From an optimization exercise on the open Yosys and OpenROAD flow, aimed at a short achievable clock period and few clock cycles per item; shortcuts taken in it are not production practice.
Only simulation tests tie the RTL to the original design; equivalence was not proved.
No run shown here takes its clock network from TritonCTS; it comes from the design's own scripts or RTL.
No driver is modelled on the clock port, so clock power and skew are understated where the tree is cut down; a real chip needs a root buffer or a tree.
Power is estimated from default activity; no workload was simulated.

==> design.v <==
`timescale 1ns / 1ps
module process(
    input clk,
    input rst,
    input [23:0] in_pix,
    output reg [5:0] row, col,
    output reg out_we,
    output reg [23:0] out_pix,
    output reg mirror_done,
    output reg gray_done,
    output reg filter_done);
    reg s_m0, s_m1, s_m2, s_gr, s_gw, s_e1, s_e2;
    reg mm;                
    reg [11:0] ptr;        
    wire [11:0] ptr_inc = ptr + 12'd1;
    wire [11:0] ptr_dec = ptr - 12'd1;
    reg        at_end;     
    reg [23:0] in_q;
    reg [7:0]  s_rg, s_rb, s_gb;    
    reg        c_rg, c_rb, c_gb;    
    wire [7:0] r = in_q[23:16];
    wire [7:0] g = in_q[15:8];
    wire [7:0] b = in_q[7:0];
    wire [8:0] rg = {1'b0, r} + {1'b0, g};
    wire [8:0] rb = {1'b0, r} + {1'b0, b};
    wire [8:0] gb = {1'b0, g} + {1'b0, b};
    wire [7:0] gray = (c_rg ^ c_rb) ? s_gb : (c_rg ^ c_gb) ? s_rg : s_rb;
    always @(posedge clk) begin
        in_q <= in_pix;
        s_rg <= rg[8:1];
        s_rb <= rb[8:1];
        s_gb <= gb[8:1];
        c_rg <= r > g;
        c_rb <= r > b;
        c_gb <= g > b;
        out_pix <= mm ? in_pix : {8'd0, gray, 8'd0};
    end
    wire adv = s_m2 | (s_gw & !at_end);
    wire m_last = s_m2 & at_end;             
    wire g_last = s_gw & at_end;             
    always @(posedge clk) begin
        if (rst) begin
            s_m0 <= 1'b1;
            s_m1 <= 1'b0;
            s_m2 <= 1'b0;
            s_gr <= 1'b0;
            s_gw <= 1'b0;
            s_e1 <= 1'b0;
            s_e2 <= 1'b0;
            mm <= 1'b1;
            ptr <= 12'd0;
            {row, col} <= 12'd0;
            out_we <= 1'b0;
            mirror_done <= 1'b0;
            gray_done <= 1'b0;
        end else begin
            s_m0 <= s_m2 & !at_end;
            s_m1 <= s_m0;
            s_m2 <= s_m1;
            s_gr <= m_last | (s_gw & !at_end);
            s_gw <= s_gr;
            s_e1 <= g_last;
            s_e2 <= s_e1;
            if (m_last)
                mm <= 1'b0;
            if (adv)
                ptr <= ptr_inc;
            case (1'b1)
                s_m0:        {row, col} <= {1'b1, ~ptr[10:6], ptr[5:0]};
                s_gr:        {row, col} <= ptr_dec;
                s_m2, s_gw:  {row, col} <= ptr_inc;
                default:     {row, col} <= ptr;
            endcase
            out_we <= s_m0 | s_m1 | s_gr | s_e1;
            if (m_last)
                mirror_done <= 1'b1;
            if (s_e2)
                gray_done <= 1'b1;
        end
    end
    always @(posedge clk)
        at_end <= ptr == (mm ? 12'h7FF : 12'h7FE);
    always @(posedge clk) begin
        if (rst)
            filter_done <= 1'b0;
        else if (s_e2 && !mm)
            filter_done <= 1'b1;
    end
endmodule
==> flow/run.sh <==
#!/bin/bash
# Standard layout, except the clock tree: instead of TritonCTS's H-tree
# (root buffer + leaf buffers, two buffer levels), the clock port drives
# NBUF clkbuf_16 buffers in parallel, each feeding one cluster of flip-flops
# (flow/manual_cts.tcl).  Every flip-flop sees one buffer level.
set -uo pipefail
work=$PWD
# copy of the ORFS scripts with clock_tree_synthesis replaced
rm -rf $work/scripts_cts
cp -r $FLOW_HOME/scripts $work/scripts_cts
python3 - <<PY
p = "$work/scripts_cts/cts.tcl"
s = open(p).read()
old = "log_cmd clock_tree_synthesis {*}\$cts_args"
assert old in s
s = s.replace(old, "source $work/flow/manual_cts.tcl")
open(p, "w").write(s)
PY
export MANUAL_CTS_NBUF=${MANUAL_CTS_NBUF:-4}
export MANUAL_CTS_CELL=${MANUAL_CTS_CELL:-clkbuf_16}
# port buffers: empty for the standard choice
PORT_BUF=${PORT_BUF:-}
if [[ -n "$PORT_BUF" ]]; then export BUFFER_PORTS_ARGS="-buffer_cell sky130_fd_sc_hd__$PORT_BUF"; fi
bash standard.sh SCRIPTS_DIR=$work/scripts_cts finish > standard.log 2>&1
rc=$?
# keep each tool's logs in this folder
cp -r orfs/logs flow_logs 2>/dev/null
exit $rc
==> flow/manual_cts.tcl <==
# Clock tree: the clock port drives NBUF buffers (MANUAL_CTS_CELL); each drives the
# clock pins of one cluster of flip-flops (k-means on placed locations).
set nbuf $::env(MANUAL_CTS_NBUF)
set block [ord::get_db_block]
set clknet [$block findNet clk]
set master [[ord::get_db] findMaster sky130_fd_sc_hd__$::env(MANUAL_CTS_CELL)]

set sinks {}
foreach it [$clknet getITerms] {
  set inst [$it getInst]
  set loc [$inst getLocation]
  lappend sinks [list $it [lindex $loc 0] [lindex $loc 1]]
}
set n [llength $sinks]
puts "manual_cts: $n clock sinks, $nbuf buffers"

# initial centres: sinks sorted by x, split evenly
set sorted [lsort -integer -index 1 $sinks]
set cx {}; set cy {}
for {set k 0} {$k < $nbuf} {incr k} {
  set e [lindex $sorted [expr {int(($k + 0.5) * $n / $nbuf)}]]
  lappend cx [lindex $e 1]; lappend cy [lindex $e 2]
}
# k-means, with a soft cap on cluster size
set cap [expr {int(ceil(1.0 * $n / $nbuf)) + 1}]
for {set iter 0} {$iter < 30} {incr iter} {
  set assign {}
  set cnt [lrepeat $nbuf 0]
  # assign farthest-first ordering is overkill; greedy by distance with cap
  set pairs {}
  set i 0
  foreach s $sinks {
    for {set k 0} {$k < $nbuf} {incr k} {
      set d [expr {abs([lindex $s 1] - [lindex $cx $k]) + abs([lindex $s 2] - [lindex $cy $k])}]
      lappend pairs [list $d $i $k]
    }
    incr i
  }
  set pairs [lsort -integer -index 0 $pairs]
  set assign [lrepeat $n -1]
  foreach p $pairs {
    lassign $p d i k
    if {[lindex $assign $i] >= 0} continue
    if {[lindex $cnt $k] >= $cap} continue
    lset assign $i $k
    lset cnt $k [expr {[lindex $cnt $k] + 1}]
  }
  set sx [lrepeat $nbuf 0]; set sy [lrepeat $nbuf 0]
  set i 0
  foreach s $sinks {
    set k [lindex $assign $i]
    lset sx $k [expr {[lindex $sx $k] + [lindex $s 1]}]
    lset sy $k [expr {[lindex $sy $k] + [lindex $s 2]}]
    incr i
  }
  for {set k 0} {$k < $nbuf} {incr k} {
    if {[lindex $cnt $k] > 0} {
      lset cx $k [expr {[lindex $sx $k] / [lindex $cnt $k]}]
      lset cy $k [expr {[lindex $sy $k] / [lindex $cnt $k]}]
    }
  }
}
puts "manual_cts: cluster sizes $cnt"

for {set k 0} {$k < $nbuf} {incr k} {
  set bi [odb::dbInst_create $block $master clkbuf_root_$k]
  $bi setLocation [lindex $cx $k] [lindex $cy $k]
  $bi setPlacementStatus PLACED
  set net [odb::dbNet_create $block clknet_root_$k]
  $net setSigType CLOCK
  [$bi findITerm A] connect $clknet
  [$bi findITerm X] connect $net
}
set i 0
foreach s $sinks {
  set it [lindex $s 0]
  set k [lindex $assign $i]
  $it disconnect
  $it connect [$block findNet clknet_root_$k]
  incr i
}
set_propagated_clock [all_clocks]
==> standard.sh <==
#!/bin/bash
# synth_recipe.tcl (not shown) runs the flow's synth.tcl, then flattens the netlist and writes it again
# the make line also repeats each setting of config.mk as NAME=value (left out here)
make -C /OpenROAD-flow-scripts/flow DESIGN_CONFIG=/design/flow/config.mk WORK_HOME=/design/flow/orfs CLKGATE_MAP_FILE= SYNTH_SCRIPT=/design/flow/synth_recipe.tcl "${@:-finish}"
==> config.mk <==
export PLATFORM = sky130hd
export DESIGN_NAME = process
export DESIGN_NICKNAME = process
export VERILOG_FILES = /design/flow/design.v
export SDC_FILE = /design/flow/constraint.sdc
export NUM_CORES = 4
export LEC_CHECK = 0
export ABC_CLOCK_PERIOD_IN_PS = 1000
export CAP_MARGIN = 20
export CORE_MARGIN = 2
export CORE_UTILIZATION = 55
export GPL_TIMING_DRIVEN = 1
export PLACE_DENSITY = 0.7
export SETUP_SLACK_MARGIN = 4.7
export SLEW_MARGIN = 20
==> constraint.sdc <==
create_clock -name core_clock -period 6.5 [get_ports {clk}]
set_input_delay 1.3000 -clock core_clock [delete_from_list [all_inputs] [get_ports {clk}]]
set_output_delay 1.3000 -clock core_clock [all_outputs]
set_load 0.01 [all_outputs]
==> results of run 1 <==
[metal layers]
layer,GRT usage,share of wire
met1,0.277,0.44
met2,0.392,0.52
met3,0.0132,0.027
met4,0.0306,0.012
met5,0,0
[flip-flops by register name (all words and copies together), names as in the netlist, 6 cells and up]
register / flops
s_gb: 8
in_q: 24
out_pix: 24
col: 6
s_rb: 8
s_rg: 8
row: 6
ptr: 12
[cell families after synthesis]
| logic type | Yosys count | synth area share |
|---|---|---|
| AOI/OAI and AO/OA | 120 | 0.149 |
| buffers and inverters | 54 | 0.0510 |
| and+or+nand+nor | 152 | 0.154 |
| xor gates and xnor gates | 38 | 0.0658 |
| muxes | 1 | 0.00223 |
| adders and majority gates | 53 | 0.136 |
| DFF | 112 | 0.443 |
[worst paths after layout]
path,from,endpoint,slack (ps),cells after the start
max,gray_done,gray_done,4580,1
min,s_e1,s_e2,470,1
max reg2reg,in_q[3],s_gb[6],4680,7
min reg2reg,s_e1,s_e2,470,1
[synth_stat cells, types with 5 or more instances]
master	number	area (um^2)
sky130_fd_sc_hd__nand2_1	21	78.8
sky130_fd_sc_hd__a21oi_1	27	135
sky130_fd_sc_hd__nand4_1	6	37.5
sky130_fd_sc_hd__o21bai_1	7	52.6
sky130_fd_sc_hd__nor3_1	9	45.0
sky130_fd_sc_hd__a21o_1	5	37.5
sky130_fd_sc_hd__o221ai_1	8	70.1
sky130_fd_sc_hd__nand3_1	10	50.1
sky130_fd_sc_hd__nor2_1	50	188
sky130_fd_sc_hd__nand2b_1	7	43.8
sky130_fd_sc_hd__and2_1	16	100
sky130_fd_sc_hd__dfxtp_1	112	2240
sky130_fd_sc_hd__xor2_1	23	201
sky130_fd_sc_hd__o21ai_0	41	205
sky130_fd_sc_hd__inv_1	33	124
sky130_fd_sc_hd__nor2b_1	13	81.3
sky130_fd_sc_hd__ha_1	50	626
sky130_fd_sc_hd__xnor2_1	15	131
sky130_fd_sc_hd__o22ai_1	9	56.3
sky130_fd_sc_hd__clkbuf_1	13	48.8
[timing repair]
action / in CTS / in global routing
endpoints found under the setup margin: 109 / 55
buffers inserted: 6 / 4
gates resized for setup: 254 / 43
pin swaps: 12 / 15
gates cloned: 0 / 0
[per-stage QoR]
step	utilization	setup WS (ps)	hold slack (ps)	instances	power, W
floorplan	-	4640	433	530	0.000925
global placement	0.648	3610	450	682	0.00100
detailed placement	0.648	4340	455	682	0.00101
CTS	0.661	4580	479	692	0.00127
global route	0.686	4550	491	696	0.00134
finish	0.686	4580	470	696	0.00128
[power groups by stage]
| stage | combinational, W | sequential [W] | clock [W] |
|---|---|---|---|
| final | 0.000227 | 0.000775 | 0.000280 |
| after global routing | 0.000253 | 0.000781 | 0.000309 |
| after CTS | 0.000212 | 0.000773 | 0.000289 |
| after detailed placement | 0.000214 | 0.000792 | 0 |
| after global placement | 0.000210 | 0.000790 | 0 |
| after floorplan | 0.000141 | 0.000784 | 0 |
[layout make-up]
class                   instances  area share
multi-input cells             364       0.461
flip-flops and latches        112       0.383
repair buffers                 75      0.0967
well taps                     108      0.0224
inverters                      33      0.0205
plain buffers                   4      0.0166
==> qor.log, run 1 <==
INFO  sta            timing_hold_violations_final=0
INFO  worst_setup_path critPathTopFamily=flip-flops
INFO  yosys          syn_area_per_cell=9.54um^2
INFO  detailed_routing antenna_left=0
INFO  floorplanning  coreArea=0.00881mm^2
INFO  yosys          number_of_flops_mapped_to_enable_cells_by_yosys=0
INFO  worst_setup_path timing.critical_path.arrival=620ps
INFO  yosys          yosys_warnings=1
INFO  detailed_routing drt-wirelength-per-cell=15.7um
INFO  floorplanning  die-width=99.9um
INFO  detailed_routing drc=0
INFO  worst_hold_path worst_hold_path_type=reg -> reg
INFO  yosys          synth.ff_latch_count=112
INFO  finish         seq_area=0.00231mm^2
INFO  placement      placed_area=0.00571mm^2
INFO  finish         num_antenna_cells=0
INFO  yosys          synthesized_netlist_net_count=609
INFO  sta            final_period_minus_worst_setup_slack=1920ps
INFO  floorplanning  placementRows=34
INFO  detailed_routing via_per_inst=5.41
INFO  worst_setup_path timing.critical_path.cells=buf_6
INFO  sta            max_transition_viols_final=0
INFO  power          netSwitchingPower=0.000324W
INFO  finish         fillCellCount=751
INFO  worst_setup_path crit_path_start_kind=flip-flop
INFO  power          sequential_fraction_of_design_power=0.605
INFO  placement      io_buffers=65
INFO  worst_setup_path cp_max_fo=2
INFO  yosys          postSynth.topFlopCell=sky130_fd_sc_hd__dfxtp_1
INFO  floorplanning  full_die_area=0.00998mm^2
INFO  sta            max_slew.worst_pin.slew=769ps
INFO  worst_setup_path path_class=reg -> out
INFO  detailed_routing detail_route.wirelength=11.0mm
INFO  run_status     run_status=no timing/DRC/antenna violations
INFO  global_routing grt_start_max_net_pins=37
INFO  yosys          ys_async_sr_fraction=0
INFO  detailed_routing detailroute.via_count=3764
INFO  worst_setup_path critPathSlowestCell=sky130_fd_sc_hd__dfxtp_2
INFO  finish         postLayoutCellArea=0.00604mm^2
INFO  worst_setup_path worst-path-buf-inv=1
INFO  worst_setup_path required=5200ps
INFO  global_routing grt_first_pass_wirelength=17.5mm
INFO  sta            endpoints_failing_setup=0
INFO  placement      routabilityCongestion=0.843
INFO  sta            setup_skew_after_layout=12.9ps
INFO  sta            fmaxAchievable=522MHz
INFO  power          cellLeakagePower=2.60nW
INFO  yosys          synth_sequential_area_ratio=0.443
INFO  yosys          yosys.cell_types.count=51
INFO  clock_tree     postCtsHoldBufs=0
INFO  power          max-vdd-ir-drop=142uV
INFO  finish         most-common-layout-cells=sky130_fd_sc_hd__dfxtp_1 (78), sky130_fd_sc_hd__nor2_1 (48), sky130_fd_sc_hd__ha_1 (40), sky130_fd_sc_hd__inv_1 (33), sky130_fd_sc_hd__o21ai_0 (31)
INFO  floorplanning  die-height=99.9um
INFO  yosys          synthCells=530
INFO  global_routing antenna_violations_before_repair=0
INFO  worst_setup_path timing.critical_path.slowest_cell_delay=340ps
INFO  finish         final_layout_size_suffix_gt1_frac=0.221
INFO  detailed_routing drt_first_iter_violations=129
INFO  floorplanning  top_level_ports=66
INFO  run            cap_viol_max_count=0
INFO  worst_setup_path end_kind=output pin
INFO  yosys          post_synth_instance_area=0.00506mm^2
INFO  floorplanning  start_util=0.574
INFO  placement      post-dp-hpwl=7.88mm
INFO  power          p_clk_frac=0.219
INFO  power          power.combinational.fraction=0.177
INFO  global_routing overflow=0
INFO  power          sw_frac_of_total=0.253
INFO  finish         finish.net_count=669
INFO  sta            post-route-period-util=0.295
INFO  finish         mostFrequentLayoutCell=sky130_fd_sc_hd__dfxtp_1
INFO  clock_tree     path_clk_slew=110ps
INFO  power          internal_power=0.000958W
INFO  finish         area_of_the_multi_input_gates=0.00278mm^2
INFO  power          powerDensity=212mW/mm^2
INFO  sta            grt_setup_unrepaired=yes
INFO  sta            fin_setup_tns=0ps
INFO  detailed_routing drt_pass1_iterations=4
INFO  global_routing grt_pass1_vias=3639
INFO  sta            timing.max_slew.rel_slack=0.484
INFO  clock_tree     worstSkewPairLatency=170ps
INFO  global_routing grt.total_usage=0.211
INFO  finish         area_growth=19.4%
Testbench counts, summed over its fixed seeds: cycles 344,064, images 24.
==> inputs of run 2 (changes only) <==
--- a/design.v
+++ b/design.v
@@ -72,10 +72,8 @@
                 default:     {row, col} <= ptr;
             endcase
             out_we <= s_m0 | s_m1 | s_gr | s_e1;
-            if (m_last)
-                mirror_done <= 1'b1;
-            if (s_e2)
-                gray_done <= 1'b1;
+            mirror_done <= !mm || m_last;
+            gray_done <= !(s_m0 | s_m1 | s_m2 | s_gr | s_gw | s_e1);
         end
     end
     always @(posedge clk)
@@ -83,7 +81,7 @@
     always @(posedge clk) begin
         if (rst)
             filter_done <= 1'b0;
-        else if (s_e2 && !mm)
+        else if (s_e2)
             filter_done <= 1'b1;
     end
 endmodule
--- a/flow/run.sh
+++ b/flow/run.sh
@@ -17,7 +17,7 @@
 open(p, "w").write(s)
 PY
 export MANUAL_CTS_NBUF=${MANUAL_CTS_NBUF:-4}
-export MANUAL_CTS_CELL=${MANUAL_CTS_CELL:-clkbuf_16}
+export MANUAL_CTS_CELL=${MANUAL_CTS_CELL:-buf_16}
 # port buffers: empty for the standard choice
 PORT_BUF=${PORT_BUF:-}
 if [[ -n "$PORT_BUF" ]]; then export BUFFER_PORTS_ARGS="-buffer_cell sky130_fd_sc_hd__$PORT_BUF"; fi
==> qor.log, run 2 <==
INFO  placement      io_buffers=65
INFO  worst_setup_path path_class=reg -> out
INFO  sta            holdWs=464ps
INFO  run_status     run_status=no timing/DRC/antenna violations
INFO  finish         num_antenna_cells=0
INFO  global_routing antenna_violations_before_repair=0
INFO  yosys          netlist_top_cells_count=sky130_fd_sc_hd__dfxtp_1 (112), sky130_fd_sc_hd__ha_1 (50), sky130_fd_sc_hd__nor2_1 (50), sky130_fd_sc_hd__o21ai_0 (41), sky130_fd_sc_hd__inv_1 (33)
INFO  sta            timing.max_slew.rel_slack=0.508
INFO  yosys          post-synth-top-count-cell=sky130_fd_sc_hd__dfxtp_1
INFO  sta            fin_setup_tns=0ps
INFO  global_routing overflow=0
INFO  power          powerDensity=222mW/mm^2
INFO  floorplanning  die-height=99.1um
INFO  clock_tree     worstSkewPairLatency=140ps
INFO  yosys          postSynth.topFlopCell=sky130_fd_sc_hd__dfxtp_1
INFO  worst_setup_path timing.critical_path.arrival=590ps
INFO  detailed_routing drt-wirelength-per-cell=15.6um
INFO  yosys          library_cell_with_the_largest_summed_area_after_synthesis=sky130_fd_sc_hd__dfxtp_1
INFO  finish         fin_util=0.676
INFO  sta            endpoints_failing_setup=0
INFO  detailed_routing antenna_left=0
INFO  sta            setup_skew_after_layout=11.1ps
INFO  yosys          post_synth_instance_area=0.00497mm^2
INFO  floorplanning  coreArea=0.00876mm^2
INFO  worst_setup_path critPathTopFamily=flip-flops
INFO  detailed_routing detail_route.wirelength=10.7mm
INFO  floorplanning  die-width=99.1um
INFO  yosys          synth_sequential_area_ratio=0.451
INFO  global_routing grt.total_usage=0.215
INFO  worst_setup_path critPathSlowestCell=sky130_fd_sc_hd__dfxtp_1
INFO  yosys          ys_async_sr_fraction=0
INFO  floorplanning  placementRows=34
INFO  finish         area_growth=19.0%
INFO  detailed_routing drc=0
INFO  finish         top_regs=in_q: 24 flops, out_pix: 24 flops, ptr: 12 flops
INFO  yosys          synth_top_area_frac=0.451
INFO  finish         seq_area=0.00230mm^2
INFO  yosys          synthCells=527
INFO  yosys          syn_area_per_cell=9.44um^2
INFO  finish         fillCellCount=761
INFO  sta            final_period_minus_worst_setup_slack=1890ps
INFO  yosys          number_of_flops_mapped_to_enable_cells_by_yosys=0
INFO  finish         area_of_the_multi_input_gates=0.00269mm^2
INFO  yosys          yosys_warnings=1
INFO  sta            grt_setup_unrepaired=yes
INFO  yosys          ys_top_cells_by_area=sky130_fd_sc_hd__dfxtp_1 (45%), sky130_fd_sc_hd__ha_1 (13%), sky130_fd_sc_hd__xor2_1 (4.2%)
INFO  finish         finish.net_count=662
INFO  worst_setup_path timing.critical_path.cells=buf_2
INFO  power          cellLeakagePower=2.52nW
INFO  global_routing grt_start_max_net_pins=36
INFO  worst_setup_path crit_path_start_kind=flip-flop
INFO  detailed_routing drt_first_iter_violations=146
INFO  sta            timing_hold_violations_final=0
INFO  worst_setup_path cp_max_fo=1
INFO  detailed_routing drt_pass1_iterations=4
INFO  worst_setup_path required=5200ps
INFO  worst_setup_path end_kind=output pin
INFO  sta            post-route-period-util=0.291
INFO  sta            max_slew.worst_pin.slew=731ps
INFO  worst_hold_path worst_hold_path_type=reg -> reg
INFO  worst_setup_path worst-path-buf-inv=1
INFO  sta            max_transition_viols_final=0
INFO  run            cap_viol_max_count=0
INFO  floorplanning  top_level_ports=66
INFO  yosys          synthesized_netlist_net_count=606
INFO  sta            worst_slack=4610ps
INFO  yosys          yosys.cell_types.count=47
INFO  finish         mostFrequentLayoutCell=sky130_fd_sc_hd__dfxtp_1
INFO  clock_tree     postCtsHoldBufs=0
INFO  yosys          synth.ff_latch_count=112
INFO  placement      post-dp-hpwl=7.93mm
INFO  power          max-vdd-ir-drop=169uV
INFO  detailed_routing via_per_inst=5.61
INFO  placement      placement.setup.worst_slack=3510ps
INFO  placement      routabilityCongestion=0.883
INFO  floorplanning  full_die_area=0.00982mm^2
INFO  global_routing grt_pass1_vias=3791
INFO  finish         most-common-layout-cells=sky130_fd_sc_hd__dfxtp_1 (79), sky130_fd_sc_hd__nor2_1 (49), sky130_fd_sc_hd__ha_1 (40), sky130_fd_sc_hd__inv_1 (33), sky130_fd_sc_hd__o21ai_0 (31)
INFO  global_routing grt_first_pass_wirelength=17.7mm
INFO  sta            fmaxAchievable=529MHz
INFO  clock_tree     path_clk_slew=110ps
INFO  finish         final_layout_size_suffix_gt1_frac=0.196
INFO  detailed_routing detailroute.via_count=3862
INFO  floorplanning  start_util=0.568
INFO  worst_setup_path timing.critical_path.slowest_cell_delay=330ps
## run 2: final cells by class
class / instances / area share
Tap cell: 108 / 0.0228
Sequential cell: 112 / 0.388
Multi-Input combinational cell: 362 / 0.455
Inverter: 33 / 0.0209
Buffer: 4 / 0.0186
Timing Repair Buffer: 70 / 0.0945
## run 2: cells by family (layout without fill, tap and decap cells)
kind of cell,Yosys count,count (layout),share of synthesized area
simple gates,153,153,0.153
fa+ha+maj,53,53,0.138
buf+inv,53,107,0.0412
compound gates,116,116,0.146
mux,1,1,0.00226
xor+xnor,39,39,0.0687
flops,112,112,0.451
## run 2: metal layers
| metal | GRT usage | share of wire |
|---|---|---|
| met1 | 0.272 | 0.43 |
| met2 | 0.412 | 0.53 |
| met3 | 0.00843 | 0.026 |
| met4 | 0.0337 | 0.016 |
| met5 | 0 | 0 |
## run 2: repair_timing
action                                  in CTS  in global routing
endpoints found under the setup margin     112                 61
gates resized for setup                    248                 39
setup buffers                                2                  3
pin swaps                                    9                 12
## run 2: worst paths after layout
kind	startpoint	to	slack [ps]	cells past startpoint
worst max register to register	in_q[10]	s_rg[5]	4640	7
worst min register to register	s_e2	filter_done	460	2
worst min-delay path	s_e2	filter_done	460	2
worst max-delay path	out_pix[18]	out_pix[18]	4610	1
## run 2: per-stage QoR
| step | instance area, um^2 | instances | power (W) |
|---|---|---|---|
| after floorplan | 4990 | 527 | 0.000925 |
| after global placement | 5680 | 680 | 0.00100 |
| after detailed placement | 5680 | 680 | 0.00101 |
| after CTS | 5750 | 686 | 0.00131 |
| after global routing | 5920 | 689 | 0.00138 |
| final | 5920 | 689 | 0.00131 |
## run 2: where the power goes
part           internal [W]  switching, W  leakage, nW
Combinational      0.000107      0.000120         1.53
Clock              0.000140      0.000169       0.0507
Sequential         0.000741     0.0000375        0.940
Total              0.000987      0.000327         2.52
Testbench counts of run 2, summed over its fixed seeds: cycles 344,064, images 24.

-- what the ideal ports hide --
In the flow no input, the clock included, has a driving cell. The finished layouts below were timed again as built, in two steps. Step 1: set_driving_cell puts a clkbuf_16 on clk and a buf_2 on each other input, an assumption about the parent block. Step 2, shift: input delay + t, output delay - t, t = (earliest + latest rising clock arrival at the registers) / 2. This alone moves slack from input paths to output paths. a / b / c = ideal / step 1 / step 2; a / b = the first two.
| run | shift t [ns] | setup slack, ns | worst register clock-pin slew, ns | worst slew at a driven data input, ns |
|---|---|---|---|---|
| run 1 | 0.244 | 4.583 / 4.499 / 4.646 | 0.11 / 0.11 | 0.04 |
| run 2 | 0.244 | 4.610 / 4.502 / 4.633 | 0.11 / 0.11 | 0.04 |
After both steps every run listed still meets setup and hold.
